Background: an optimization exercise with open tools, aiming at small area and a short achievable clock period. Do not read the settings as production practice.
Function was checked by simulation only, so behaviour that the tests miss may differ from the original.
Power and IR drop assume default switching activity.

==> design/flow/design.v <==
module SingleCycleMIPS(
    CLK,
    RST,
    IR_addr,
    IR,
    RF_writedata,
    ReadDataMem,
    CEN,
    WEN,
    A,
    ReadData2,
    OEN
);
input           CLK, RST;
input   [31:0]  IR;
output  [31:0]  IR_addr, RF_writedata;
input   [31:0]  ReadDataMem;
output          CEN;
output          WEN;
output  [ 6:0]  A;
output  [31:0]  ReadData2;
output          OEN;
wire    [5:0]   op = IR[31:26];
wire    [4:0]   rs = IR[25:21];
wire    [4:0]   rt = IR[20:16];
wire    [4:0]   rd = IR[15:11];
wire    [3:0]   fn = IR[3:0];
wire    op_r   = (op == 6'h00);
wire    op_lw  = (op == 6'h23);
wire    op_sw  = (op == 6'h2b);
wire    op_beq = (op == 6'h04);
wire    op_j   = (op == 6'h02);
wire    op_jal = (op == 6'h03);
wire    op_jr  = op_r & (IR[5:0] == 6'h08);
assign CEN = ~(op_lw | op_sw);
assign OEN = ~op_lw;
assign WEN = ~op_sw;
reg     [31:0]  PC;
assign IR_addr = PC;
wire    [31:0]  PC4 = {PC[31:2] + 30'd1, PC[1:0]};
reg     [991:0] R;
reg     [31:1]  V;
wire            RegWrite = op_r | op_lw | op_jal;
wire    [4:0]   Wreg     = op_jal ? 5'd31 : (op_r ? rd : rt);
wire    [31:0]  WriteData;
wire    [31:0]  ReadData1;
reg     [31:1]  we, sel1, sel2;
integer         i;
always @(*)
  for (i = 1; i < 32; i = i + 1) begin
    we[i]   = RegWrite & (Wreg == i);
    sel1[i] = V[i] & (rs == i);
    sel2[i] = V[i] & (rt == i);
  end
wire    [31:1]  hold = ~we & V;
wire    [991:0] Rnext;
genvar          k, j;
generate
  for (k = 1; k < 32; k = k + 1) begin : wrow
    for (j = 0; j < 32; j = j + 1) begin : wbit
      g_ao22 u (.a1(we[k]), .a2(WriteData[j]), .b1(hold[k]), .b2(R[32*(k-1)+j]),
                .y(Rnext[32*(k-1)+j]));
    end
  end
endgenerate
always @(posedge CLK)
  R <= Rnext;
always @(posedge CLK or posedge RST) begin
  if (RST)
    V <= 31'd0;
  else
    V <= V | we;
end
generate
  for (j = 0; j < 32; j = j + 1) begin : rbit
    wire [31:1] col;
    for (k = 1; k < 32; k = k + 1) begin : c
      assign col[k] = R[32*(k-1)+j];
    end
    rf_rbit u1 (.s(sel1), .d(col), .y(ReadData1[j]));
    rf_rbit u2 (.s(sel2), .d(col), .y(ReadData2[j]));
  end
endgenerate
wire    [31:0]  a = ReadData1;
wire    [31:0]  b = ReadData2;
wire            sub    = (fn == 4'b0010) | (fn == 4'b1010);
wire            f_sum  = (fn == 4'b0000) | (fn == 4'b0010);
wire            f_or   = (fn == 4'b0101);
wire            f_slt  = (fn == 4'b1010);
wire            f_and  = ~(f_sum | f_or | f_slt);
wire            alu    = ~(op_jal | op_lw);
wire            s_sum  = alu & f_sum;
wire            s_or   = alu & f_or;
wire            s_and  = alu & f_and;
wire            s_slt  = alu & f_slt;
wire    [31:0]  pn;             
wire    [31:0]  other = ({32{s_or}}   & (a | b)) |
                        ({32{s_and}}  & (a & b)) |
                        ({32{op_jal}} & PC4) |
                        ({32{op_lw}}  & ReadDataMem);
wire    [31:0]  x0, x1;
assign x0[31:1] = ({31{s_sum}} & ~pn[31:1]) | other[31:1];
assign x1[31:1] = ({31{s_sum}} &  pn[31:1]) | other[31:1];
wire            b0   = ({s_sum} & ~pn[0] & ~sub) | ({s_sum} & pn[0] & sub) | other[0];
wire            dsgn = a[31] ^ b[31];
assign x0[0] = s_slt ? (dsgn ? a[31] : ~pn[31]) : b0;
assign x1[0] = s_slt ? (dsgn ? a[31] :  pn[31]) : b0;
alu_core alu_core (.a(a), .b(b), .sub(sub), .nx0(~x0), .nx1(~x1), .pn(pn), .y(WriteData));
assign RF_writedata = WriteData;
wire    [8:0]   ea = a[8:0] + IR[8:0];
assign A = ea[8:2];
wire    [31:0]  BranchAddr = {PC4[31:2] + {{14{IR[15]}}, IR[15:0]}, PC4[1:0]};
wire            taken = op_beq & (a == b);
wire    [31:0]  PCnext = op_jr            ? a :
                         (op_j | op_jal)  ? {PC4[31:28], IR[25:0], 2'b00} :
                         taken            ? BranchAddr : PC4;
always @(posedge CLK or posedge RST) begin
  if (RST)
    PC <= 32'd0;
  else
    PC <= PCnext;
end
endmodule
module rf_rbit(s, d, y);
input   [31:1]  s, d;
output          y;
wire    [10:0]  n;
genvar          g;
generate
  for (g = 0; g < 10; g = g + 1) begin : grp
    g_aoi222 u (.a1(s[3*g+1]), .a2(d[3*g+1]), .b1(s[3*g+2]), .b2(d[3*g+2]),
                .c1(s[3*g+3]), .c2(d[3*g+3]), .y(n[g]));
  end
endgenerate
assign n[10] = ~(s[31] & d[31]);
assign y = ~&n;
endmodule
module alu_core(a, b, sub, nx0, nx1, pn, y);
input   [31:0]  a, b, nx0, nx1;
input           sub;
output  [31:0]  pn, y;
wire    [31:0]  bx, gn;
wire            G1_1;
wire            G1_2;
wire            P1_2;
wire            G1_3;
wire            P1_3;
wire            G1_4;
wire            P1_4;
wire            G1_5;
wire            P1_5;
wire            G1_6;
wire            P1_6;
wire            G1_7;
wire            P1_7;
wire            G1_8;
wire            P1_8;
wire            G1_9;
wire            P1_9;
wire            G1_10;
wire            P1_10;
wire            G1_11;
wire            P1_11;
wire            G1_12;
wire            P1_12;
wire            G1_13;
wire            P1_13;
wire            G1_14;
wire            P1_14;
wire            G1_15;
wire            P1_15;
wire            G1_16;
wire            P1_16;
wire            G1_17;
wire            P1_17;
wire            G1_18;
wire            P1_18;
wire            G1_19;
wire            P1_19;
wire            G1_20;
wire            P1_20;
wire            G1_21;
wire            P1_21;
wire            G1_22;
wire            P1_22;
wire            G1_23;
wire            P1_23;
wire            G1_24;
wire            P1_24;
wire            G1_25;
wire            P1_25;
wire            G1_26;
wire            P1_26;
wire            G1_27;
wire            P1_27;
wire            G1_28;
wire            P1_28;
wire            G1_29;
wire            P1_29;
wire            G1_30;
wire            P1_30;
wire            G1_31;
wire            P1_31;
wire            G2_2;
wire            gn_0_inv;
wire            G2_3;
wire            G2_4;
wire            P2_4;
wire            G2_5;
wire            P2_5;
wire            G2_6;
wire            P2_6;
wire            G2_7;
wire            P2_7;
wire            G2_8;
wire            P2_8;
wire            G2_9;
wire            P2_9;
wire            G2_10;
wire            P2_10;
wire            G2_11;
wire            P2_11;
wire            G2_12;
wire            P2_12;
wire            G2_13;
wire            P2_13;
wire            G2_14;
wire            P2_14;
wire            G2_15;
wire            P2_15;
wire            G2_16;
wire            P2_16;
wire            G2_17;
wire            P2_17;
wire            G2_18;
wire            P2_18;
wire            G2_19;
wire            P2_19;
wire            G2_20;
wire            P2_20;
wire            G2_21;
wire            P2_21;
wire            G2_22;
wire            P2_22;
wire            G2_23;
wire            P2_23;
wire            G2_24;
wire            P2_24;
wire            G2_25;
wire            P2_25;
wire            G2_26;
wire            P2_26;
wire            G2_27;
wire            P2_27;
wire            G2_28;
wire            P2_28;
wire            G2_29;
wire            P2_29;
wire            G2_30;
wire            P2_30;
wire            G2_31;
wire            P2_31;
wire            G3_4;
wire            G3_5;
wire            G1_1_inv;
wire            G3_6;
wire            G3_7;
wire            G3_8;
wire            P3_8;
wire            G3_9;
wire            P3_9;
wire            G3_10;
wire            P3_10;
wire            G3_11;
wire            P3_11;
wire            G3_12;
wire            P3_12;
wire            G3_13;
wire            P3_13;
wire            G3_14;
wire            P3_14;
wire            G3_15;
wire            P3_15;
wire            G3_16;
wire            P3_16;
wire            G3_17;
wire            P3_17;
wire            G3_18;
wire            P3_18;
wire            G3_19;
wire            P3_19;
wire            G3_20;
wire            P3_20;
wire            G3_21;
wire            P3_21;
wire            G3_22;
wire            P3_22;
wire            G3_23;
wire            P3_23;
wire            G3_24;
wire            P3_24;
wire            G3_25;
wire            P3_25;
wire            G3_26;
wire            P3_26;
wire            G3_27;
wire            P3_27;
wire            G3_28;
wire            P3_28;
wire            G3_29;
wire            P3_29;
wire            G3_30;
wire            P3_30;
wire            G3_31;
wire            P3_31;
wire            G4_8;
wire            G4_9;
wire            G4_10;
wire            G2_2_inv;
wire            G4_11;
wire            G2_3_inv;
wire            G4_12;
wire            G4_13;
wire            G4_14;
wire            G4_15;
wire            G4_16;
wire            P4_16;
wire            G4_17;
wire            P4_17;
wire            G4_18;
wire            P4_18;
wire            G4_19;
wire            P4_19;
wire            G4_20;
wire            P4_20;
wire            G4_21;
wire            P4_21;
wire            G4_22;
wire            P4_22;
wire            G4_23;
wire            P4_23;
wire            G4_24;
wire            P4_24;
wire            G4_25;
wire            P4_25;
wire            G4_26;
wire            P4_26;
wire            G4_27;
wire            P4_27;
wire            G4_28;
wire            P4_28;
wire            G4_29;
wire            P4_29;
wire            G4_30;
wire            P4_30;
wire            G4_31;
wire            P4_31;
wire            G5_16;
wire            G5_17;
wire            G5_18;
wire            G5_19;
wire            G5_20;
wire            G3_4_inv;
wire            G5_21;
wire            G3_5_inv;
wire            G5_22;
wire            G3_6_inv;
wire            G5_23;
wire            G3_7_inv;
wire            G5_24;
wire            G5_25;
wire            G5_26;
wire            G5_27;
wire            G5_28;
wire            G5_29;
wire            G5_30;
wire            G5_31;
g_xor2 u1 (.a(b[0]), .b(sub), .y(bx[0]));
g_xnor2 u2 (.a(a[0]), .b(bx[0]), .y(pn[0]));
g_majn u3 (.a(a[0]), .b(bx[0]), .c(sub), .y(gn[0]));
g_xor2 u4 (.a(b[1]), .b(sub), .y(bx[1]));
g_xnor2 u5 (.a(a[1]), .b(bx[1]), .y(pn[1]));
g_nand2 u6 (.a(a[1]), .b(bx[1]), .y(gn[1]));
g_xor2 u7 (.a(b[2]), .b(sub), .y(bx[2]));
g_xnor2 u8 (.a(a[2]), .b(bx[2]), .y(pn[2]));
g_nand2 u9 (.a(a[2]), .b(bx[2]), .y(gn[2]));
g_xor2 u10 (.a(b[3]), .b(sub), .y(bx[3]));
g_xnor2 u11 (.a(a[3]), .b(bx[3]), .y(pn[3]));
g_nand2 u12 (.a(a[3]), .b(bx[3]), .y(gn[3]));
g_xor2 u13 (.a(b[4]), .b(sub), .y(bx[4]));
g_xnor2 u14 (.a(a[4]), .b(bx[4]), .y(pn[4]));
g_nand2 u15 (.a(a[4]), .b(bx[4]), .y(gn[4]));
g_xor2 u16 (.a(b[5]), .b(sub), .y(bx[5]));
g_xnor2 u17 (.a(a[5]), .b(bx[5]), .y(pn[5]));
g_nand2 u18 (.a(a[5]), .b(bx[5]), .y(gn[5]));
g_xor2 u19 (.a(b[6]), .b(sub), .y(bx[6]));
g_xnor2 u20 (.a(a[6]), .b(bx[6]), .y(pn[6]));
g_nand2 u21 (.a(a[6]), .b(bx[6]), .y(gn[6]));
g_xor2 u22 (.a(b[7]), .b(sub), .y(bx[7]));
g_xnor2 u23 (.a(a[7]), .b(bx[7]), .y(pn[7]));
g_nand2 u24 (.a(a[7]), .b(bx[7]), .y(gn[7]));
g_xor2 u25 (.a(b[8]), .b(sub), .y(bx[8]));
g_xnor2 u26 (.a(a[8]), .b(bx[8]), .y(pn[8]));
g_nand2 u27 (.a(a[8]), .b(bx[8]), .y(gn[8]));
g_xor2 u28 (.a(b[9]), .b(sub), .y(bx[9]));
g_xnor2 u29 (.a(a[9]), .b(bx[9]), .y(pn[9]));
g_nand2 u30 (.a(a[9]), .b(bx[9]), .y(gn[9]));
g_xor2 u31 (.a(b[10]), .b(sub), .y(bx[10]));
g_xnor2 u32 (.a(a[10]), .b(bx[10]), .y(pn[10]));
g_nand2 u33 (.a(a[10]), .b(bx[10]), .y(gn[10]));
g_xor2 u34 (.a(b[11]), .b(sub), .y(bx[11]));
g_xnor2 u35 (.a(a[11]), .b(bx[11]), .y(pn[11]));
g_nand2 u36 (.a(a[11]), .b(bx[11]), .y(gn[11]));
g_xor2 u37 (.a(b[12]), .b(sub), .y(bx[12]));
g_xnor2 u38 (.a(a[12]), .b(bx[12]), .y(pn[12]));
g_nand2 u39 (.a(a[12]), .b(bx[12]), .y(gn[12]));
g_xor2 u40 (.a(b[13]), .b(sub), .y(bx[13]));
g_xnor2 u41 (.a(a[13]), .b(bx[13]), .y(pn[13]));
g_nand2 u42 (.a(a[13]), .b(bx[13]), .y(gn[13]));
g_xor2 u43 (.a(b[14]), .b(sub), .y(bx[14]));
g_xnor2 u44 (.a(a[14]), .b(bx[14]), .y(pn[14]));
g_nand2 u45 (.a(a[14]), .b(bx[14]), .y(gn[14]));
g_xor2 u46 (.a(b[15]), .b(sub), .y(bx[15]));
g_xnor2 u47 (.a(a[15]), .b(bx[15]), .y(pn[15]));
g_nand2 u48 (.a(a[15]), .b(bx[15]), .y(gn[15]));
g_xor2 u49 (.a(b[16]), .b(sub), .y(bx[16]));
g_xnor2 u50 (.a(a[16]), .b(bx[16]), .y(pn[16]));
g_nand2 u51 (.a(a[16]), .b(bx[16]), .y(gn[16]));
g_xor2 u52 (.a(b[17]), .b(sub), .y(bx[17]));
g_xnor2 u53 (.a(a[17]), .b(bx[17]), .y(pn[17]));
g_nand2 u54 (.a(a[17]), .b(bx[17]), .y(gn[17]));
g_xor2 u55 (.a(b[18]), .b(sub), .y(bx[18]));
g_xnor2 u56 (.a(a[18]), .b(bx[18]), .y(pn[18]));
g_nand2 u57 (.a(a[18]), .b(bx[18]), .y(gn[18]));
g_xor2 u58 (.a(b[19]), .b(sub), .y(bx[19]));
g_xnor2 u59 (.a(a[19]), .b(bx[19]), .y(pn[19]));
g_nand2 u60 (.a(a[19]), .b(bx[19]), .y(gn[19]));
g_xor2 u61 (.a(b[20]), .b(sub), .y(bx[20]));
g_xnor2 u62 (.a(a[20]), .b(bx[20]), .y(pn[20]));
g_nand2 u63 (.a(a[20]), .b(bx[20]), .y(gn[20]));
g_xor2 u64 (.a(b[21]), .b(sub), .y(bx[21]));
g_xnor2 u65 (.a(a[21]), .b(bx[21]), .y(pn[21]));
g_nand2 u66 (.a(a[21]), .b(bx[21]), .y(gn[21]));
g_xor2 u67 (.a(b[22]), .b(sub), .y(bx[22]));
g_xnor2 u68 (.a(a[22]), .b(bx[22]), .y(pn[22]));
g_nand2 u69 (.a(a[22]), .b(bx[22]), .y(gn[22]));
g_xor2 u70 (.a(b[23]), .b(sub), .y(bx[23]));
g_xnor2 u71 (.a(a[23]), .b(bx[23]), .y(pn[23]));
g_nand2 u72 (.a(a[23]), .b(bx[23]), .y(gn[23]));
g_xor2 u73 (.a(b[24]), .b(sub), .y(bx[24]));
g_xnor2 u74 (.a(a[24]), .b(bx[24]), .y(pn[24]));
g_nand2 u75 (.a(a[24]), .b(bx[24]), .y(gn[24]));
g_xor2 u76 (.a(b[25]), .b(sub), .y(bx[25]));
g_xnor2 u77 (.a(a[25]), .b(bx[25]), .y(pn[25]));
g_nand2 u78 (.a(a[25]), .b(bx[25]), .y(gn[25]));
g_xor2 u79 (.a(b[26]), .b(sub), .y(bx[26]));
g_xnor2 u80 (.a(a[26]), .b(bx[26]), .y(pn[26]));
g_nand2 u81 (.a(a[26]), .b(bx[26]), .y(gn[26]));
g_xor2 u82 (.a(b[27]), .b(sub), .y(bx[27]));
g_xnor2 u83 (.a(a[27]), .b(bx[27]), .y(pn[27]));
g_nand2 u84 (.a(a[27]), .b(bx[27]), .y(gn[27]));
g_xor2 u85 (.a(b[28]), .b(sub), .y(bx[28]));
g_xnor2 u86 (.a(a[28]), .b(bx[28]), .y(pn[28]));
g_nand2 u87 (.a(a[28]), .b(bx[28]), .y(gn[28]));
g_xor2 u88 (.a(b[29]), .b(sub), .y(bx[29]));
g_xnor2 u89 (.a(a[29]), .b(bx[29]), .y(pn[29]));
g_nand2 u90 (.a(a[29]), .b(bx[29]), .y(gn[29]));
g_xor2 u91 (.a(b[30]), .b(sub), .y(bx[30]));
g_xnor2 u92 (.a(a[30]), .b(bx[30]), .y(pn[30]));
g_nand2 u93 (.a(a[30]), .b(bx[30]), .y(gn[30]));
g_xor2 u94 (.a(b[31]), .b(sub), .y(bx[31]));
g_xnor2 u95 (.a(a[31]), .b(bx[31]), .y(pn[31]));
g_nand2 u96 (.a(a[31]), .b(bx[31]), .y(gn[31]));
g_oai21 u97 (.a1(pn[1]), .a2(gn[0]), .b1(gn[1]), .y(G1_1));
g_oai21 u98 (.a1(pn[2]), .a2(gn[1]), .b1(gn[2]), .y(G1_2));
g_nor2 u99 (.a(pn[2]), .b(pn[1]), .y(P1_2));
g_oai21 u100 (.a1(pn[3]), .a2(gn[2]), .b1(gn[3]), .y(G1_3));
g_nor2 u101 (.a(pn[3]), .b(pn[2]), .y(P1_3));
g_oai21 u102 (.a1(pn[4]), .a2(gn[3]), .b1(gn[4]), .y(G1_4));
g_nor2 u103 (.a(pn[4]), .b(pn[3]), .y(P1_4));
g_oai21 u104 (.a1(pn[5]), .a2(gn[4]), .b1(gn[5]), .y(G1_5));
g_nor2 u105 (.a(pn[5]), .b(pn[4]), .y(P1_5));
g_oai21 u106 (.a1(pn[6]), .a2(gn[5]), .b1(gn[6]), .y(G1_6));
g_nor2 u107 (.a(pn[6]), .b(pn[5]), .y(P1_6));
g_oai21 u108 (.a1(pn[7]), .a2(gn[6]), .b1(gn[7]), .y(G1_7));
g_nor2 u109 (.a(pn[7]), .b(pn[6]), .y(P1_7));
g_oai21 u110 (.a1(pn[8]), .a2(gn[7]), .b1(gn[8]), .y(G1_8));
g_nor2 u111 (.a(pn[8]), .b(pn[7]), .y(P1_8));
g_oai21 u112 (.a1(pn[9]), .a2(gn[8]), .b1(gn[9]), .y(G1_9));
g_nor2 u113 (.a(pn[9]), .b(pn[8]), .y(P1_9));
g_oai21 u114 (.a1(pn[10]), .a2(gn[9]), .b1(gn[10]), .y(G1_10));
g_nor2 u115 (.a(pn[10]), .b(pn[9]), .y(P1_10));
g_oai21 u116 (.a1(pn[11]), .a2(gn[10]), .b1(gn[11]), .y(G1_11));
g_nor2 u117 (.a(pn[11]), .b(pn[10]), .y(P1_11));
g_oai21 u118 (.a1(pn[12]), .a2(gn[11]), .b1(gn[12]), .y(G1_12));
g_nor2 u119 (.a(pn[12]), .b(pn[11]), .y(P1_12));
g_oai21 u120 (.a1(pn[13]), .a2(gn[12]), .b1(gn[13]), .y(G1_13));
g_nor2 u121 (.a(pn[13]), .b(pn[12]), .y(P1_13));
g_oai21 u122 (.a1(pn[14]), .a2(gn[13]), .b1(gn[14]), .y(G1_14));
g_nor2 u123 (.a(pn[14]), .b(pn[13]), .y(P1_14));
g_oai21 u124 (.a1(pn[15]), .a2(gn[14]), .b1(gn[15]), .y(G1_15));
g_nor2 u125 (.a(pn[15]), .b(pn[14]), .y(P1_15));
g_oai21 u126 (.a1(pn[16]), .a2(gn[15]), .b1(gn[16]), .y(G1_16));
g_nor2 u127 (.a(pn[16]), .b(pn[15]), .y(P1_16));
g_oai21 u128 (.a1(pn[17]), .a2(gn[16]), .b1(gn[17]), .y(G1_17));
g_nor2 u129 (.a(pn[17]), .b(pn[16]), .y(P1_17));
g_oai21 u130 (.a1(pn[18]), .a2(gn[17]), .b1(gn[18]), .y(G1_18));
g_nor2 u131 (.a(pn[18]), .b(pn[17]), .y(P1_18));
g_oai21 u132 (.a1(pn[19]), .a2(gn[18]), .b1(gn[19]), .y(G1_19));
g_nor2 u133 (.a(pn[19]), .b(pn[18]), .y(P1_19));
g_oai21 u134 (.a1(pn[20]), .a2(gn[19]), .b1(gn[20]), .y(G1_20));
g_nor2 u135 (.a(pn[20]), .b(pn[19]), .y(P1_20));
g_oai21 u136 (.a1(pn[21]), .a2(gn[20]), .b1(gn[21]), .y(G1_21));
g_nor2 u137 (.a(pn[21]), .b(pn[20]), .y(P1_21));
g_oai21 u138 (.a1(pn[22]), .a2(gn[21]), .b1(gn[22]), .y(G1_22));
g_nor2 u139 (.a(pn[22]), .b(pn[21]), .y(P1_22));
g_oai21 u140 (.a1(pn[23]), .a2(gn[22]), .b1(gn[23]), .y(G1_23));
g_nor2 u141 (.a(pn[23]), .b(pn[22]), .y(P1_23));
g_oai21 u142 (.a1(pn[24]), .a2(gn[23]), .b1(gn[24]), .y(G1_24));
g_nor2 u143 (.a(pn[24]), .b(pn[23]), .y(P1_24));
g_oai21 u144 (.a1(pn[25]), .a2(gn[24]), .b1(gn[25]), .y(G1_25));
g_nor2 u145 (.a(pn[25]), .b(pn[24]), .y(P1_25));
g_oai21 u146 (.a1(pn[26]), .a2(gn[25]), .b1(gn[26]), .y(G1_26));
g_nor2 u147 (.a(pn[26]), .b(pn[25]), .y(P1_26));
g_oai21 u148 (.a1(pn[27]), .a2(gn[26]), .b1(gn[27]), .y(G1_27));
g_nor2 u149 (.a(pn[27]), .b(pn[26]), .y(P1_27));
g_oai21 u150 (.a1(pn[28]), .a2(gn[27]), .b1(gn[28]), .y(G1_28));
g_nor2 u151 (.a(pn[28]), .b(pn[27]), .y(P1_28));
g_oai21 u152 (.a1(pn[29]), .a2(gn[28]), .b1(gn[29]), .y(G1_29));
g_nor2 u153 (.a(pn[29]), .b(pn[28]), .y(P1_29));
g_oai21 u154 (.a1(pn[30]), .a2(gn[29]), .b1(gn[30]), .y(G1_30));
g_nor2 u155 (.a(pn[30]), .b(pn[29]), .y(P1_30));
g_oai21 u156 (.a1(pn[31]), .a2(gn[30]), .b1(gn[31]), .y(G1_31));
g_nor2 u157 (.a(pn[31]), .b(pn[30]), .y(P1_31));
g_inv u158 (.a(gn[0]), .y(gn_0_inv));
g_aoi21 u159 (.a1(P1_2), .a2(gn_0_inv), .b1(G1_2), .y(G2_2));
g_aoi21 u160 (.a1(P1_3), .a2(G1_1), .b1(G1_3), .y(G2_3));
g_aoi21 u161 (.a1(P1_4), .a2(G1_2), .b1(G1_4), .y(G2_4));
g_nand2 u162 (.a(P1_4), .b(P1_2), .y(P2_4));
g_aoi21 u163 (.a1(P1_5), .a2(G1_3), .b1(G1_5), .y(G2_5));
g_nand2 u164 (.a(P1_5), .b(P1_3), .y(P2_5));
g_aoi21 u165 (.a1(P1_6), .a2(G1_4), .b1(G1_6), .y(G2_6));
g_nand2 u166 (.a(P1_6), .b(P1_4), .y(P2_6));
g_aoi21 u167 (.a1(P1_7), .a2(G1_5), .b1(G1_7), .y(G2_7));
g_nand2 u168 (.a(P1_7), .b(P1_5), .y(P2_7));
g_aoi21 u169 (.a1(P1_8), .a2(G1_6), .b1(G1_8), .y(G2_8));
g_nand2 u170 (.a(P1_8), .b(P1_6), .y(P2_8));
g_aoi21 u171 (.a1(P1_9), .a2(G1_7), .b1(G1_9), .y(G2_9));
g_nand2 u172 (.a(P1_9), .b(P1_7), .y(P2_9));
g_aoi21 u173 (.a1(P1_10), .a2(G1_8), .b1(G1_10), .y(G2_10));
g_nand2 u174 (.a(P1_10), .b(P1_8), .y(P2_10));
g_aoi21 u175 (.a1(P1_11), .a2(G1_9), .b1(G1_11), .y(G2_11));
g_nand2 u176 (.a(P1_11), .b(P1_9), .y(P2_11));
g_aoi21 u177 (.a1(P1_12), .a2(G1_10), .b1(G1_12), .y(G2_12));
g_nand2 u178 (.a(P1_12), .b(P1_10), .y(P2_12));
g_aoi21 u179 (.a1(P1_13), .a2(G1_11), .b1(G1_13), .y(G2_13));
g_nand2 u180 (.a(P1_13), .b(P1_11), .y(P2_13));
g_aoi21 u181 (.a1(P1_14), .a2(G1_12), .b1(G1_14), .y(G2_14));
g_nand2 u182 (.a(P1_14), .b(P1_12), .y(P2_14));
g_aoi21 u183 (.a1(P1_15), .a2(G1_13), .b1(G1_15), .y(G2_15));
g_nand2 u184 (.a(P1_15), .b(P1_13), .y(P2_15));
g_aoi21 u185 (.a1(P1_16), .a2(G1_14), .b1(G1_16), .y(G2_16));
g_nand2 u186 (.a(P1_16), .b(P1_14), .y(P2_16));
g_aoi21 u187 (.a1(P1_17), .a2(G1_15), .b1(G1_17), .y(G2_17));
g_nand2 u188 (.a(P1_17), .b(P1_15), .y(P2_17));
g_aoi21 u189 (.a1(P1_18), .a2(G1_16), .b1(G1_18), .y(G2_18));
g_nand2 u190 (.a(P1_18), .b(P1_16), .y(P2_18));
g_aoi21 u191 (.a1(P1_19), .a2(G1_17), .b1(G1_19), .y(G2_19));
g_nand2 u192 (.a(P1_19), .b(P1_17), .y(P2_19));
g_aoi21 u193 (.a1(P1_20), .a2(G1_18), .b1(G1_20), .y(G2_20));
g_nand2 u194 (.a(P1_20), .b(P1_18), .y(P2_20));
g_aoi21 u195 (.a1(P1_21), .a2(G1_19), .b1(G1_21), .y(G2_21));
g_nand2 u196 (.a(P1_21), .b(P1_19), .y(P2_21));
g_aoi21 u197 (.a1(P1_22), .a2(G1_20), .b1(G1_22), .y(G2_22));
g_nand2 u198 (.a(P1_22), .b(P1_20), .y(P2_22));
g_aoi21 u199 (.a1(P1_23), .a2(G1_21), .b1(G1_23), .y(G2_23));
g_nand2 u200 (.a(P1_23), .b(P1_21), .y(P2_23));
g_aoi21 u201 (.a1(P1_24), .a2(G1_22), .b1(G1_24), .y(G2_24));
g_nand2 u202 (.a(P1_24), .b(P1_22), .y(P2_24));
g_aoi21 u203 (.a1(P1_25), .a2(G1_23), .b1(G1_25), .y(G2_25));
g_nand2 u204 (.a(P1_25), .b(P1_23), .y(P2_25));
g_aoi21 u205 (.a1(P1_26), .a2(G1_24), .b1(G1_26), .y(G2_26));
g_nand2 u206 (.a(P1_26), .b(P1_24), .y(P2_26));
g_aoi21 u207 (.a1(P1_27), .a2(G1_25), .b1(G1_27), .y(G2_27));
g_nand2 u208 (.a(P1_27), .b(P1_25), .y(P2_27));
g_aoi21 u209 (.a1(P1_28), .a2(G1_26), .b1(G1_28), .y(G2_28));
g_nand2 u210 (.a(P1_28), .b(P1_26), .y(P2_28));
g_aoi21 u211 (.a1(P1_29), .a2(G1_27), .b1(G1_29), .y(G2_29));
g_nand2 u212 (.a(P1_29), .b(P1_27), .y(P2_29));
g_aoi21 u213 (.a1(P1_30), .a2(G1_28), .b1(G1_30), .y(G2_30));
g_nand2 u214 (.a(P1_30), .b(P1_28), .y(P2_30));
g_aoi21 u215 (.a1(P1_31), .a2(G1_29), .b1(G1_31), .y(G2_31));
g_nand2 u216 (.a(P1_31), .b(P1_29), .y(P2_31));
g_oai21 u217 (.a1(P2_4), .a2(gn[0]), .b1(G2_4), .y(G3_4));
g_inv u218 (.a(G1_1), .y(G1_1_inv));
g_oai21 u219 (.a1(P2_5), .a2(G1_1_inv), .b1(G2_5), .y(G3_5));
g_oai21 u220 (.a1(P2_6), .a2(G2_2), .b1(G2_6), .y(G3_6));
g_oai21 u221 (.a1(P2_7), .a2(G2_3), .b1(G2_7), .y(G3_7));
g_oai21 u222 (.a1(P2_8), .a2(G2_4), .b1(G2_8), .y(G3_8));
g_nor2 u223 (.a(P2_8), .b(P2_4), .y(P3_8));
g_oai21 u224 (.a1(P2_9), .a2(G2_5), .b1(G2_9), .y(G3_9));
g_nor2 u225 (.a(P2_9), .b(P2_5), .y(P3_9));
g_oai21 u226 (.a1(P2_10), .a2(G2_6), .b1(G2_10), .y(G3_10));
g_nor2 u227 (.a(P2_10), .b(P2_6), .y(P3_10));
g_oai21 u228 (.a1(P2_11), .a2(G2_7), .b1(G2_11), .y(G3_11));
g_nor2 u229 (.a(P2_11), .b(P2_7), .y(P3_11));
g_oai21 u230 (.a1(P2_12), .a2(G2_8), .b1(G2_12), .y(G3_12));
g_nor2 u231 (.a(P2_12), .b(P2_8), .y(P3_12));
g_oai21 u232 (.a1(P2_13), .a2(G2_9), .b1(G2_13), .y(G3_13));
g_nor2 u233 (.a(P2_13), .b(P2_9), .y(P3_13));
g_oai21 u234 (.a1(P2_14), .a2(G2_10), .b1(G2_14), .y(G3_14));
g_nor2 u235 (.a(P2_14), .b(P2_10), .y(P3_14));
g_oai21 u236 (.a1(P2_15), .a2(G2_11), .b1(G2_15), .y(G3_15));
g_nor2 u237 (.a(P2_15), .b(P2_11), .y(P3_15));
g_oai21 u238 (.a1(P2_16), .a2(G2_12), .b1(G2_16), .y(G3_16));
g_nor2 u239 (.a(P2_16), .b(P2_12), .y(P3_16));
g_oai21 u240 (.a1(P2_17), .a2(G2_13), .b1(G2_17), .y(G3_17));
g_nor2 u241 (.a(P2_17), .b(P2_13), .y(P3_17));
g_oai21 u242 (.a1(P2_18), .a2(G2_14), .b1(G2_18), .y(G3_18));
g_nor2 u243 (.a(P2_18), .b(P2_14), .y(P3_18));
g_oai21 u244 (.a1(P2_19), .a2(G2_15), .b1(G2_19), .y(G3_19));
g_nor2 u245 (.a(P2_19), .b(P2_15), .y(P3_19));
g_oai21 u246 (.a1(P2_20), .a2(G2_16), .b1(G2_20), .y(G3_20));
g_nor2 u247 (.a(P2_20), .b(P2_16), .y(P3_20));
g_oai21 u248 (.a1(P2_21), .a2(G2_17), .b1(G2_21), .y(G3_21));
g_nor2 u249 (.a(P2_21), .b(P2_17), .y(P3_21));
g_oai21 u250 (.a1(P2_22), .a2(G2_18), .b1(G2_22), .y(G3_22));
g_nor2 u251 (.a(P2_22), .b(P2_18), .y(P3_22));
g_oai21 u252 (.a1(P2_23), .a2(G2_19), .b1(G2_23), .y(G3_23));
g_nor2 u253 (.a(P2_23), .b(P2_19), .y(P3_23));
g_oai21 u254 (.a1(P2_24), .a2(G2_20), .b1(G2_24), .y(G3_24));
g_nor2 u255 (.a(P2_24), .b(P2_20), .y(P3_24));
g_oai21 u256 (.a1(P2_25), .a2(G2_21), .b1(G2_25), .y(G3_25));
g_nor2 u257 (.a(P2_25), .b(P2_21), .y(P3_25));
g_oai21 u258 (.a1(P2_26), .a2(G2_22), .b1(G2_26), .y(G3_26));
g_nor2 u259 (.a(P2_26), .b(P2_22), .y(P3_26));
g_oai21 u260 (.a1(P2_27), .a2(G2_23), .b1(G2_27), .y(G3_27));
g_nor2 u261 (.a(P2_27), .b(P2_23), .y(P3_27));
g_oai21 u262 (.a1(P2_28), .a2(G2_24), .b1(G2_28), .y(G3_28));
g_nor2 u263 (.a(P2_28), .b(P2_24), .y(P3_28));
g_oai21 u264 (.a1(P2_29), .a2(G2_25), .b1(G2_29), .y(G3_29));
g_nor2 u265 (.a(P2_29), .b(P2_25), .y(P3_29));
g_oai21 u266 (.a1(P2_30), .a2(G2_26), .b1(G2_30), .y(G3_30));
g_nor2 u267 (.a(P2_30), .b(P2_26), .y(P3_30));
g_oai21 u268 (.a1(P2_31), .a2(G2_27), .b1(G2_31), .y(G3_31));
g_nor2 u269 (.a(P2_31), .b(P2_27), .y(P3_31));
g_aoi21 u270 (.a1(P3_8), .a2(gn_0_inv), .b1(G3_8), .y(G4_8));
g_aoi21 u271 (.a1(P3_9), .a2(G1_1), .b1(G3_9), .y(G4_9));
g_inv u272 (.a(G2_2), .y(G2_2_inv));
g_aoi21 u273 (.a1(P3_10), .a2(G2_2_inv), .b1(G3_10), .y(G4_10));
g_inv u274 (.a(G2_3), .y(G2_3_inv));
g_aoi21 u275 (.a1(P3_11), .a2(G2_3_inv), .b1(G3_11), .y(G4_11));
g_aoi21 u276 (.a1(P3_12), .a2(G3_4), .b1(G3_12), .y(G4_12));
g_aoi21 u277 (.a1(P3_13), .a2(G3_5), .b1(G3_13), .y(G4_13));
g_aoi21 u278 (.a1(P3_14), .a2(G3_6), .b1(G3_14), .y(G4_14));
g_aoi21 u279 (.a1(P3_15), .a2(G3_7), .b1(G3_15), .y(G4_15));
g_aoi21 u280 (.a1(P3_16), .a2(G3_8), .b1(G3_16), .y(G4_16));
g_nand2 u281 (.a(P3_16), .b(P3_8), .y(P4_16));
g_aoi21 u282 (.a1(P3_17), .a2(G3_9), .b1(G3_17), .y(G4_17));
g_nand2 u283 (.a(P3_17), .b(P3_9), .y(P4_17));
g_aoi21 u284 (.a1(P3_18), .a2(G3_10), .b1(G3_18), .y(G4_18));
g_nand2 u285 (.a(P3_18), .b(P3_10), .y(P4_18));
g_aoi21 u286 (.a1(P3_19), .a2(G3_11), .b1(G3_19), .y(G4_19));
g_nand2 u287 (.a(P3_19), .b(P3_11), .y(P4_19));
g_aoi21 u288 (.a1(P3_20), .a2(G3_12), .b1(G3_20), .y(G4_20));
g_nand2 u289 (.a(P3_20), .b(P3_12), .y(P4_20));
g_aoi21 u290 (.a1(P3_21), .a2(G3_13), .b1(G3_21), .y(G4_21));
g_nand2 u291 (.a(P3_21), .b(P3_13), .y(P4_21));
g_aoi21 u292 (.a1(P3_22), .a2(G3_14), .b1(G3_22), .y(G4_22));
g_nand2 u293 (.a(P3_22), .b(P3_14), .y(P4_22));
g_aoi21 u294 (.a1(P3_23), .a2(G3_15), .b1(G3_23), .y(G4_23));
g_nand2 u295 (.a(P3_23), .b(P3_15), .y(P4_23));
g_aoi21 u296 (.a1(P3_24), .a2(G3_16), .b1(G3_24), .y(G4_24));
g_nand2 u297 (.a(P3_24), .b(P3_16), .y(P4_24));
g_aoi21 u298 (.a1(P3_25), .a2(G3_17), .b1(G3_25), .y(G4_25));
g_nand2 u299 (.a(P3_25), .b(P3_17), .y(P4_25));
g_aoi21 u300 (.a1(P3_26), .a2(G3_18), .b1(G3_26), .y(G4_26));
g_nand2 u301 (.a(P3_26), .b(P3_18), .y(P4_26));
g_aoi21 u302 (.a1(P3_27), .a2(G3_19), .b1(G3_27), .y(G4_27));
g_nand2 u303 (.a(P3_27), .b(P3_19), .y(P4_27));
g_aoi21 u304 (.a1(P3_28), .a2(G3_20), .b1(G3_28), .y(G4_28));
g_nand2 u305 (.a(P3_28), .b(P3_20), .y(P4_28));
g_aoi21 u306 (.a1(P3_29), .a2(G3_21), .b1(G3_29), .y(G4_29));
g_nand2 u307 (.a(P3_29), .b(P3_21), .y(P4_29));
g_aoi21 u308 (.a1(P3_30), .a2(G3_22), .b1(G3_30), .y(G4_30));
g_nand2 u309 (.a(P3_30), .b(P3_22), .y(P4_30));
g_aoi21 u310 (.a1(P3_31), .a2(G3_23), .b1(G3_31), .y(G4_31));
g_nand2 u311 (.a(P3_31), .b(P3_23), .y(P4_31));
g_oai21 u312 (.a1(P4_16), .a2(gn[0]), .b1(G4_16), .y(G5_16));
g_oai21 u313 (.a1(P4_17), .a2(G1_1_inv), .b1(G4_17), .y(G5_17));
g_oai21 u314 (.a1(P4_18), .a2(G2_2), .b1(G4_18), .y(G5_18));
g_oai21 u315 (.a1(P4_19), .a2(G2_3), .b1(G4_19), .y(G5_19));
g_inv u316 (.a(G3_4), .y(G3_4_inv));
g_oai21 u317 (.a1(P4_20), .a2(G3_4_inv), .b1(G4_20), .y(G5_20));
g_inv u318 (.a(G3_5), .y(G3_5_inv));
g_oai21 u319 (.a1(P4_21), .a2(G3_5_inv), .b1(G4_21), .y(G5_21));
g_inv u320 (.a(G3_6), .y(G3_6_inv));
g_oai21 u321 (.a1(P4_22), .a2(G3_6_inv), .b1(G4_22), .y(G5_22));
g_inv u322 (.a(G3_7), .y(G3_7_inv));
g_oai21 u323 (.a1(P4_23), .a2(G3_7_inv), .b1(G4_23), .y(G5_23));
g_oai21 u324 (.a1(P4_24), .a2(G4_8), .b1(G4_24), .y(G5_24));
g_oai21 u325 (.a1(P4_25), .a2(G4_9), .b1(G4_25), .y(G5_25));
g_oai21 u326 (.a1(P4_26), .a2(G4_10), .b1(G4_26), .y(G5_26));
g_oai21 u327 (.a1(P4_27), .a2(G4_11), .b1(G4_27), .y(G5_27));
g_oai21 u328 (.a1(P4_28), .a2(G4_12), .b1(G4_28), .y(G5_28));
g_oai21 u329 (.a1(P4_29), .a2(G4_13), .b1(G4_29), .y(G5_29));
g_oai21 u330 (.a1(P4_30), .a2(G4_14), .b1(G4_30), .y(G5_30));
g_oai21 u331 (.a1(P4_31), .a2(G4_15), .b1(G4_31), .y(G5_31));
g_mux2i u332 (.a0(nx0[0]), .a1(nx1[0]), .s(G5_30), .y(y[0]));
g_mux2i u333 (.a0(nx0[1]), .a1(nx1[1]), .s(gn_0_inv), .y(y[1]));
g_mux2i u334 (.a0(nx0[2]), .a1(nx1[2]), .s(G1_1), .y(y[2]));
g_mux2i u335 (.a0(nx0[3]), .a1(nx1[3]), .s(G2_2_inv), .y(y[3]));
g_mux2i u336 (.a0(nx0[4]), .a1(nx1[4]), .s(G2_3_inv), .y(y[4]));
g_mux2i u337 (.a0(nx0[5]), .a1(nx1[5]), .s(G3_4), .y(y[5]));
g_mux2i u338 (.a0(nx0[6]), .a1(nx1[6]), .s(G3_5), .y(y[6]));
g_mux2i u339 (.a0(nx0[7]), .a1(nx1[7]), .s(G3_6), .y(y[7]));
g_mux2i u340 (.a0(nx0[8]), .a1(nx1[8]), .s(G3_7), .y(y[8]));
g_mux2i u341 (.a0(nx1[9]), .a1(nx0[9]), .s(G4_8), .y(y[9]));
g_mux2i u342 (.a0(nx1[10]), .a1(nx0[10]), .s(G4_9), .y(y[10]));
g_mux2i u343 (.a0(nx1[11]), .a1(nx0[11]), .s(G4_10), .y(y[11]));
g_mux2i u344 (.a0(nx1[12]), .a1(nx0[12]), .s(G4_11), .y(y[12]));
g_mux2i u345 (.a0(nx1[13]), .a1(nx0[13]), .s(G4_12), .y(y[13]));
g_mux2i u346 (.a0(nx1[14]), .a1(nx0[14]), .s(G4_13), .y(y[14]));
g_mux2i u347 (.a0(nx1[15]), .a1(nx0[15]), .s(G4_14), .y(y[15]));
g_mux2i u348 (.a0(nx1[16]), .a1(nx0[16]), .s(G4_15), .y(y[16]));
g_mux2i u349 (.a0(nx0[17]), .a1(nx1[17]), .s(G5_16), .y(y[17]));
g_mux2i u350 (.a0(nx0[18]), .a1(nx1[18]), .s(G5_17), .y(y[18]));
g_mux2i u351 (.a0(nx0[19]), .a1(nx1[19]), .s(G5_18), .y(y[19]));
g_mux2i u352 (.a0(nx0[20]), .a1(nx1[20]), .s(G5_19), .y(y[20]));
g_mux2i u353 (.a0(nx0[21]), .a1(nx1[21]), .s(G5_20), .y(y[21]));
g_mux2i u354 (.a0(nx0[22]), .a1(nx1[22]), .s(G5_21), .y(y[22]));
g_mux2i u355 (.a0(nx0[23]), .a1(nx1[23]), .s(G5_22), .y(y[23]));
g_mux2i u356 (.a0(nx0[24]), .a1(nx1[24]), .s(G5_23), .y(y[24]));
g_mux2i u357 (.a0(nx0[25]), .a1(nx1[25]), .s(G5_24), .y(y[25]));
g_mux2i u358 (.a0(nx0[26]), .a1(nx1[26]), .s(G5_25), .y(y[26]));
g_mux2i u359 (.a0(nx0[27]), .a1(nx1[27]), .s(G5_26), .y(y[27]));
g_mux2i u360 (.a0(nx0[28]), .a1(nx1[28]), .s(G5_27), .y(y[28]));
g_mux2i u361 (.a0(nx0[29]), .a1(nx1[29]), .s(G5_28), .y(y[29]));
g_mux2i u362 (.a0(nx0[30]), .a1(nx1[30]), .s(G5_29), .y(y[30]));
g_mux2i u363 (.a0(nx0[31]), .a1(nx1[31]), .s(G5_30), .y(y[31]));
endmodule
module g_inv(a, y);
input   a;
output  y;
assign y = ~a;
endmodule
module g_nand2(a, b, y);
input   a, b;
output  y;
assign y = ~(a & b);
endmodule
module g_nor2(a, b, y);
input   a, b;
output  y;
assign y = ~(a | b);
endmodule
module g_xor2(a, b, y);
input   a, b;
output  y;
assign y = a ^ b;
endmodule
module g_xnor2(a, b, y);
input   a, b;
output  y;
assign y = ~(a ^ b);
endmodule
module g_aoi21(a1, a2, b1, y);
input   a1, a2, b1;
output  y;
assign y = ~((a1 & a2) | b1);
endmodule
module g_oai21(a1, a2, b1, y);
input   a1, a2, b1;
output  y;
assign y = ~((a1 | a2) & b1);
endmodule
module g_mux2i(a0, a1, s, y);
input   a0, a1, s;
output  y;
assign y = ~(s ? a1 : a0);
endmodule
module g_majn(a, b, c, y);
input   a, b, c;
output  y;
assign y = ~((a & b) | (c & (a | b)));
endmodule
module g_ao22(a1, a2, b1, b2, y);
input   a1, a2, b1, b2;
output  y;
assign y = (a1 & a2) | (b1 & b2);
endmodule
module g_aoi222(a1, a2, b1, b2, c1, c2, y);
input   a1, a2, b1, b2, c1, c2;
output  y;
assign y = ~((a1 & a2) | (b1 & b2) | (c1 & c2));
endmodule
==> design/flow/run.sh <==
#!/bin/bash
# synth_recipe.tcl (not shown) runs the flow's synth.tcl, then flattens the netlist and writes it again
# the make line also repeats each setting of config.mk as NAME=value (left out here)
make -C /OpenROAD-flow-scripts/flow DESIGN_CONFIG=/design/flow/config.mk WORK_HOME=/design/flow/orfs CLKGATE_MAP_FILE= SYNTH_SCRIPT=/design/flow/synth_recipe.tcl finish
==> design/flow/config.mk <==
export PLATFORM = sky130hd
export DESIGN_NAME = SingleCycleMIPS
export DESIGN_NICKNAME = SingleCycleMIPS
export VERILOG_FILES = /design/flow/design.v
export SDC_FILE = /design/flow/constraint.sdc
export NUM_CORES = 4
export LEC_CHECK = 0
export CAP_MARGIN = 20
export CORE_MARGIN = 2
export CORE_UTILIZATION = 40
export SETUP_SLACK_MARGIN = 3
export SLEW_MARGIN = 20
export SYNTH_HIERARCHICAL = 1
==> design/flow/constraint.sdc <==
create_clock -name core_clock -period 11.5 [get_ports {CLK}]
set_input_delay 2.3000 -clock core_clock [delete_from_list [all_inputs] [get_ports {CLK}]]
set_output_delay 2.3000 -clock core_clock [all_outputs]
set_load 0.01 [all_outputs]
==> results of run 1 <==
## report_power, final
part           total [mW]  leakage (nW)  internal, mW  switching, mW
registers            3.80          8.78          3.71         0.0929
logic                1.24          13.1         0.475          0.768
clock network        3.71          1.81          2.08           1.63
## cell usage after synthesis, types with 4 or more instances
cell type	n
a22o_1	992
dfxtp_1	992
a222oi_1	641
nand2_1	228
nor2_1	200
nand4_1	142
inv_1	115
ha_1	108
o21ai_1	84
and3_1	69
a21oi_1	68
xnor2_1	66
a2111o_1	64
dfrtp_1	63
a21oi_2	59
o21ai_0	56
xor2_1	53
mux2i_1	40
clkbuf_1	31
nand3_1	29
and2_1	28
nand2b_1	24
nor2b_1	18
a211oi_1	17
a221oi_1	17
nor3_1	16
a21o_1	15
a221o_1	13
or2_1	12
o211ai_1	11
o22ai_1	11
nor4_1	10
o21a_1	10
nor3b_1	7
a22oi_1	6
buf_2	6
o21bai_1	5
a31oi_1	4
and3b_1	4
mux2_2	4
o31ai_1	4
or3_1	4
## metal layers
layer / wire length (um) / vias to the layer above / global-route usage [%]
met5: 403 / - / 0
met4: 26000 / 24 / 31.1
met3: 42900 / 1300 / 17.6
met2: 99800 / 4971 / 55.1
met1: 93400 / 25100 / 50.8
li1: - / 20600 / -
## flip-flops by register name (all words and copies together) (netlist names)
register	count
R	992
V	31
PC	32
## kinds of logic (layout without fill, tap and decap cells)
| group | Yosys count | in the layout | share of synthesized area (%) |
|---|---|---|---|
| adder cells (fa/ha/maj) | 109 | 109 | 2.89 |
| AO/OA/AOI/OAI | 2097 | 2097 | 38.9 |
| multiplexers | 47 | 47 | 1.02 |
| buffers and inverters | 157 | 978 | 1.30 |
| other | 0 | 7 | 0 |
| AND/OR/NAND/NOR | 810 | 824 | 8.48 |
| XOR/XNOR | 120 | 120 | 2.23 |
| flip-flops | 1055 | 1055 | 45.1 |
## timing repair
action	CTS	global route
buffers inserted	242	57
endpoints found under the setup margin	51	38
gates resized for setup	735	103
hold buffers	0	0
hold endpoints to repair	0	0
cloned	23	1
pin swaps	300	81
## path summary, 6_finish.rpt
check / from / to / slack, ps / cells past startpoint
max in group asynchronous: RST / V[19] / 8480 / 3
worst max-delay path: IR[20] / RF_writedata[26] / 2170 / 19
worst min-delay path: R[157] / R[157] / 500 / 1
worst max register to register: V[13] / PC[28] / 5450 / 17
worst min register to register: R[157] / R[157] / 500 / 1
min in group asynchronous: RST / PC[7] / 1780 / 2
## per-module statistics from Yosys (local to each module, per instance), excerpt
module / area [sq um] / flip-flops and latches / cells
g_xor2: 8.76 / 0 / 1
SingleCycleMIPS: 28400 / 1055 / 2153
g_xnor2: 8.76 / 0 / 1
g_ao22: 8.76 / 0 / 1
g_mux2i: 10.0 / 0 / 1
g_majn: 12.5 / 0 / 2
g_nor2: 3.75 / 0 / 1
g_aoi222: 10.0 / 0 / 1
g_aoi21: 8.76 / 0 / 1
g_inv: 3.75 / 0 / 1
g_oai21: 5.00 / 0 / 1
rf_rbit: 27.5 / 0 / 4
g_nand2: 3.75 / 0 / 1
## stage by stage
step                cells  power [mW]  hold slack [ps]  worst slack [ps]
global placement     6245        5.00              472               712
CTS                  6708        8.69              497              2760
floorplan            4395        4.55              453              2720
global route         6766        8.97              510              2290
detailed placement   6247        5.00              477               677
finish               6773        8.75              497              2170
## cell type report
| cell class | count | area [sq um] |
|---|---|---|
| multi-input combinational | 3197 | 28200 |
| timing repair buffer | 666 | 6820 |
| inverter | 116 | 458 |
| fill | 10200 | 55400 |
| clock inverter | 37 | 477 |
| antenna | 7 | 17.5 |
| clock buffer | 159 | 3210 |
| sequential | 1055 | 21400 |
| tap | 1536 | 1920 |
==> reports/results.txt, run 1 <==
Count of final hold-check violations: 0. The vertical die dimension is 349 um. For this block, the initial DRC count from the detailed router was 12400.

Counting flops and latches in the post-synthesis netlist gives 1055. The post-route clock period utilization is 81.1%, and the leakage power figure is 23.7 nW. The residual DRC count was 0.

The number of nets handed over by synthesis was 4570. For the final database, setup skew stands at 75.5 ps. The fmax was 107 MHz; the post-synthesis average cell area was 10.8 sq um.

Weighted congestion reported at the end of routability-driven placement: 1.14. The clock-pin transition on the worst setup and hold timing paths works out to 60 ps. The leading register cell type out of synthesis is dfxtp_1. The total of warnings raised by yosys is 7, and the time the final worst path needs with I/O delays and setup is 9330 ps. From synthesis to final layout, the design area changed by 31.6%. The logs give 47600 for the number of global-route vias before repair and 1055 for the CTS sink count. The run gives 45.1% as the share of synthesized area occupied by flip-flops and latches. Library cell used as clock root buffer: clkbuf_16. The die covers 0.122 sq mm.

Number of nets in the layout: 5320. The floorplan step defined a core boundary enclosing 0.118 sq mm. The width of the die is 349 um, and the maximum root-to-sink buffer count is 3. TritonCTS built the clock tree. The largest single stage delay on the critical path is 870 ps. The total of endpoints with negative setup slack in the final report came out at 0. The run finished with no timing, DRC or antenna violations.

The clock latency on the worst-skew pair is 770 ps. Synthesis handed over a netlist of 4395 instances. The worst-path maximum fanout works out to 7. Once layout is complete, the utilization of the core stands at 53.0%. For the worst ir drop on vdd, the log shows 0.104 mV.

Area of the mapped netlist: 0.0475 sq mm. Counting both buffers and inverters, the worst setup path holds a total of 7. Share of cells above drive strength 1: 22.5%.

The detail route stage leaves a number of antenna-violating nets equal to 0. In the global route stage, overall resource usage came out at 40.8%. For the critical path data required time, the log shows 9200 ps. The post-detailed-routing wire length came out at 263000 um. Setup repair after global routing could not meet its margin everywhere. The number of enable-type register cells in the synthesized netlist works out to 0. The critical path goes through buf_12, nor2b_4, and3_4, buf_12, buf_6, a222oi_1, nand4_1, a2111o_1, xor2_2, a21o_1, o21ai_4, o21ai_4, buf_4, buf_4, a21oi_2, buf_4, o21ai_4, mux2i_4, buf_6.

The tools report the number of violations of the max-capacitance limit as 0. The routed layout has 52100 vias. For the number of max-slew violations in the final report, the log shows 0.

Pin count of the biggest net entering global routing: 56. The gate family responsible for the most delay along the worst path is compound AO/OA/AOI/OAI gates. The total cell area at the placement stage was 0.0530 sq mm. The share of synthesized area in the top cell type comes to 41.8%.

Dividing the detail-routed via count by the number of cells gives 7.69. At the pin with the least slew margin, the transition time is 1230 ps. Category of the worst setup path launch point: an input port. The HPWL after detailed placement was 159000 um. Of all cell types, the one taking the most synthesized area is dfxtp_1.

On the critical path, the stage with the largest delay is an instance of nand4_1. The first-pass GRT wire length was 361000 um. In the post-synthesis netlist, the biggest area contributors are dfxtp_1 (42%), a22o_1 (18%), a222oi_1 (14%), dfrtp_1 (3.3%), ha_1 (2.8%). The initial antenna violation count is 19, and the number of detailed-routing iterations run before antenna repair is 15. The worst hold path belongs to the class register to register.

The port buffer count is 171, and the starting density of the core is 40.3%. The run gives 109 as the number of buffers created by CTS. Summed over all layers, the global routing overflow is 0. The H-tree generated during clock tree synthesis spans 3 levels. Data arrives at the worst endpoint at 7030 ps. The power density over cell area came out at 140 mW/mm^2. The path type of the worst setup path was input port to output port. STA classifies the critical path endpoint as an output port. For the number of distinct library cell variants in the gate-level netlist after synthesis, the log shows 77. The async set or reset register ratio after synthesis came out at 5.97%. Routed wirelength normalized by instance count: 38.8 um. The run gives 0.0625 sq mm as the area of all placed cells without fillers. For the final routed database, the setup TNS stands at 0 ps.

During I/O placement, the number of pins put on the boundary was 172. The normalized max-slew margin was 17.9%. Leaving out fill and tap cells, the most frequent cells in the layout are dfxtp_1 (992), a22o_1 (992), a222oi_1 (641). Row generation in the floorplan step produced 126 rows.
==> run 2, diff against run 1 <==
==> design/flow/config.mk (replaced) <==
export PLATFORM = sky130hd
export DESIGN_NAME = SingleCycleMIPS
export DESIGN_NICKNAME = SingleCycleMIPS
export VERILOG_FILES = /design/flow/design.v
export SDC_FILE = /design/flow/constraint.sdc
export NUM_CORES = 4
export LEC_CHECK = 0
export CAP_MARGIN = 10
export CORE_MARGIN = 2
export CORE_UTILIZATION = 60
export CTS_BUF_LIST = sky130_fd_sc_hd__clkbuf_8
export PLACE_DENSITY = 0.7
export SETUP_SLACK_MARGIN = 2.4
export SLEW_MARGIN = 10
export SYNTH_HIERARCHICAL = 1
==> run 2 against run 1 <==
  * The layout now fails its checks (capacitance limit, slew limit)
  * Critical path depth decreased by 3
  * First-iteration DRC count up 17%
  * Sequential share of layout area rose by 2.2 points
  * Largest power group unchanged
  * Sequential cell count unchanged
  * Largest cell class unchanged
==> reports/results.txt, run 2 <==
The flow ran to the end, but the layout failed its checks. The checks that failed were capacitance limit, slew limit. The initial utilization of the core area, before any placement, comes to 60.4%. The first detailed-routing pass ran for 17 iterations. For this run, the share of the core covered by cells in the final layout is 74.6%. In this run the tool buffered the top-level ports with 171 buffer cells. At the pin with the least slew margin, the transition time is 1520 ps. The vertical die dimension is 285 um, and the final worst setup slack is 1930 ps.

The area of the die was 0.0814 sq mm; the detail-routed via count per cell was 8.20. The logs give 103 for the placement row count and 15 for the initial antenna violation count. Counting flops and latches in the post-synthesis netlist gives 1055.

The congestion estimate from routability-driven global placement came to 1.06. The width of the die was 285 um. The startpoint of the worst hold path is R[250]. Dividing total power by cell area gives a power density of 144 mW/mm^2.

Clock tree synthesis inserted a total of 167 buffers. The number of nets in the layout is 5208. The run gives 5548 as the filler cell count in the final layout. The routed layout has 51000 vias.

The fmax is 105 MHz. The HPWL after detailed placement is 145000 um. For the worst ir drop on vdd, the log shows 0.115 mV.

From synthesis to final layout, the design area changed by 23.5%. Post-route clock period utilization: 83.2%. For hold timing, the worst endpoint is R[250]. For this design, the CTS-stage hold fixing added 0 buffers. The startpoint identified for the worst register-to-register timing path is V[16].

The number of global-route vias before repair came out at 46700. Total cell area at the placement stage: 0.0525 sq mm. The most critical setup path has its startpoint at IR[22].

The pin count of the biggest net entering global routing is 64, and the area of combinational cells with multiple inputs is 0.0272 sq mm. The run gives 4570 as the synthesized net count. Ranked by total cell area, the synthesized netlist is headed by dfxtp_1 (42%), a22o_1 (18%), a222oi_1 (14%), dfrtp_1 (3.3%), ha_1 (2.8%). In this run the remaining antenna-violating nets after routing total 0. The critical path is of the input port to output port type. Before CTS, the worst setup slack after placement is 658 ps. TritonCTS built the clock tree.

The number of flip-flops under the largest register name came out at 992. In the final layout, the registers with the most flip-flops are R x992, PC x32, V x31. With fillers left out, the area of the finished cells amounts to 0.0587 sq mm. Measured against its own limit, the worst slew margin works out to -1.62%. In the final routed layout, each cell accounts on average for 37.1 um. Of all cell types, the one taking the most synthesized area is dfxtp_1. Setup repair after global routing could not meet its margin everywhere.

The tools report the reg-to-reg critical path endpoint as PC[20]. The tools report the critical path data required time as 9200 ps. In this design, the largest share of critical-path delay is due to simple AND/OR/NAND/NOR gates.

After global routing the overflow that remains totals 0. In this run the number of H-tree levels came out at 4. After synthesis, flip-flops and latches occupy 45.1% of the total area. The tools report the number of placed I/O pins as 172. Register bank with the most flops: R. Counting I/O delays and the setup requirement, the final critical path takes 9570 ps. The tools report the number of max-slew violations in the final report as 35. The floorplan step defined a core boundary enclosing 0.0786 sq mm. The summed negative setup slack over all endpoints was 0 ps; the cell count of the worst reg-to-reg path was 16.

In this run the worst hold path is classified as register to register. The post-synthesis average cell area came out at 10.8 sq um. The worst-path maximum fanout is 12.

The logs give 321000 um for the first-pass GRT wire length and 495 ps for the final hold slack. For this run, the slowest stage of the critical path takes 950 ps. Synthesis instantiated 77 different standard cells from the library.

The worst setup path is launched from an input port. In the final layout, the share of cells above drive strength 1 is 18.8%. In the layout the commonest cells are dfxtp_1 (992), a22o_1 (992), a222oi_1 (641). The number of enable-type register cells in the synthesized netlist came out at 0.

Cell type of the slowest stage on the worst timing path: nand4_1. For the maximum root-to-sink buffer count, the log shows 3. The worst setup path is captured at an output port. The number of cells traversed by the worst hold path is 1, and the leakage power figure is 22.7 nW. The sequential cells in the finished layout cover a total of 0.0214 sq mm.

The register-to-register path setup slack came out at 4800 ps. Among all flip-flop cells after synthesis, the most frequent one is dfxtp_1. The most frequent cell on the critical path was nor2_2. The number of buffers and inverters on the critical path is 4.

The count of final hold-check violations was 0. The overall global routing resource usage was 53.1%. The clock drives 1055 sinks.

Of the post-synthesis cell area, the dominant cell type holds 41.8%. The later pin in the worst-skew pair is clocked with a latency of 920 ps. The post-detailed-routing wire length came out at 231000 um. Data on the critical path arrives at its endpoint at 7270 ps. Clock tree synthesis selected as its root buffer the cell clkbuf_8. After the flow finishes, the layout carries non-filler instances totaling 6222. In this run, placement finished with an instance count of 5777. Power comes to 8.44 mW.

For this run, the number of Yosys warnings is 7. The critical path goes through buf_6, nor2_2, and3_4, buf_4, a222oi_1, nand4_1, a2111o_1, xnor2_4, nor2_2, nand2_1, nor2_2, nand2_1, o21ai_2, buf_4, mux2i_4, buf_2. Worst clock skew: 76.9 ps. After synthesis, the share of flip-flops with an asynchronous set or reset is 5.97%.

In this run, the number of DRC markers left after iteration 0 of detailed routing was 14400. By count the netlist is led by a22o_1 (992), dfxtp_1 (992), a222oi_1 (641). Setup violations remaining at the end of the flow were counted as 0.

The mapped netlist covers 0.0475 sq mm. For this run, design rule violations remaining after detail routing come to 0. The number of violations of the max-capacitance limit came out at 1.

After clock tree synthesis, the clock-pin slew on the worst setup and hold paths is 60 ps. Synthesis handed over a netlist of 4395 instances.
-- run 2: cell types whose count changed in the layout (fill, tap and decap cells not counted), sizes merged, moves of 7 or more --
cell,delta
clkbuf,+57
dlymetal6s2s,+7
clkdlybuf4s50,+16
and3,-10
buf,-183
inv,+51
bufbuf,-7
-- run 2: cell families after synthesis --
family | Yosys count | share of synthesized area, %
xor+xnor | 120 | 2.23
simple gates | 810 | 8.48
compound gates | 2097 | 38.9
flops | 1055 | 45.1
fa+ha+maj | 109 | 2.89
mux | 47 | 1.02
buf+inv | 157 | 1.30
-- run 2: modules after synthesis, one instance, submodules excluded, excerpt --
module | copies in the design | area, sq um
rf_rbit | 64 | 27.5
g_majn | 1 | 12.5
g_oai21 | 72 | 5.00
g_inv | 8 | 3.75
g_aoi21 | 52 | 8.76
g_xnor2 | 32 | 8.76
g_ao22 | 992 | 8.76
g_mux2i | 32 | 10.0
-- run 2: worst max path at each step --
stage,endpoint,cells past startpoint
CTS,RF_writedata[30],19
floorplan,RF_writedata[0],15
global route,RF_writedata[17],15
global placement,RF_writedata[30],18
finish,RF_writedata[30],16
detailed placement,RF_writedata[30],18
-- run 2: final cells by class --
cell class              count  area share, %
repair buffers            507           7.95
clock buffers             211           4.95
well taps                1050           2.24
inverters                 116          0.742
diodes                      7         0.0299
multi-input cells        3186           46.4
flip-flops and latches   1055           36.5
clock inverters            90           1.17
-- run 2: repair_timing --
action	CTS	global route
setup endpoints to repair	39	31
buffers inserted	66	63
cloned	1	6
hold endpoints to repair	0	0
pin swaps	101	105
resized for setup	316	134
-- run 2: report_power, final --
group          leakage, nW  internal, mW  switching (mW)  total [mW]
logic                 11.9         0.450           0.735        1.18
registers             8.78          3.71          0.0862        3.80
clock network         2.02          1.81            1.65        3.46
total                 22.7          5.97            2.47        8.44
-- run 2: metal layers --
layer,vias up,GRT usage [%],share of wire (%)
met4,30,36.0,9.4
met2,5425,72.2,38
met5,-,1.57,0.27
li1,20400,-,-
met3,1358,25.8,19
met1,23800,65.7,33

-- re-timing with driven ports --
The flow's constraints put no driver on any port. The routed layouts listed below were extracted and timed again, unchanged, in two steps. Step 1, drivers: a clkbuf_16 drives CLK and a buf_2 each remaining input, both assumed. Step 2, shift: input delay + t, output delay - t, t = (earliest + latest rising clock arrival at the registers) / 2. This alone moves slack from input paths to output paths. Three values: ideal ports, drivers, drivers and shift; two values: the first two.
run	shift t [ns]	setup WS [ns]	latest minus earliest clock arrival (ns)	cell pins on the clock port's net
run 1	0.821	2.175 / 1.964 / 1.964	0.075 / 0.076	1
run 2	0.958	1.934 / 1.897 / 1.897	0.077 / 0.077	1
The setup slack of run 1, which loses most, moves by -0.211 ns with the drivers and by -0.211 ns with both steps.
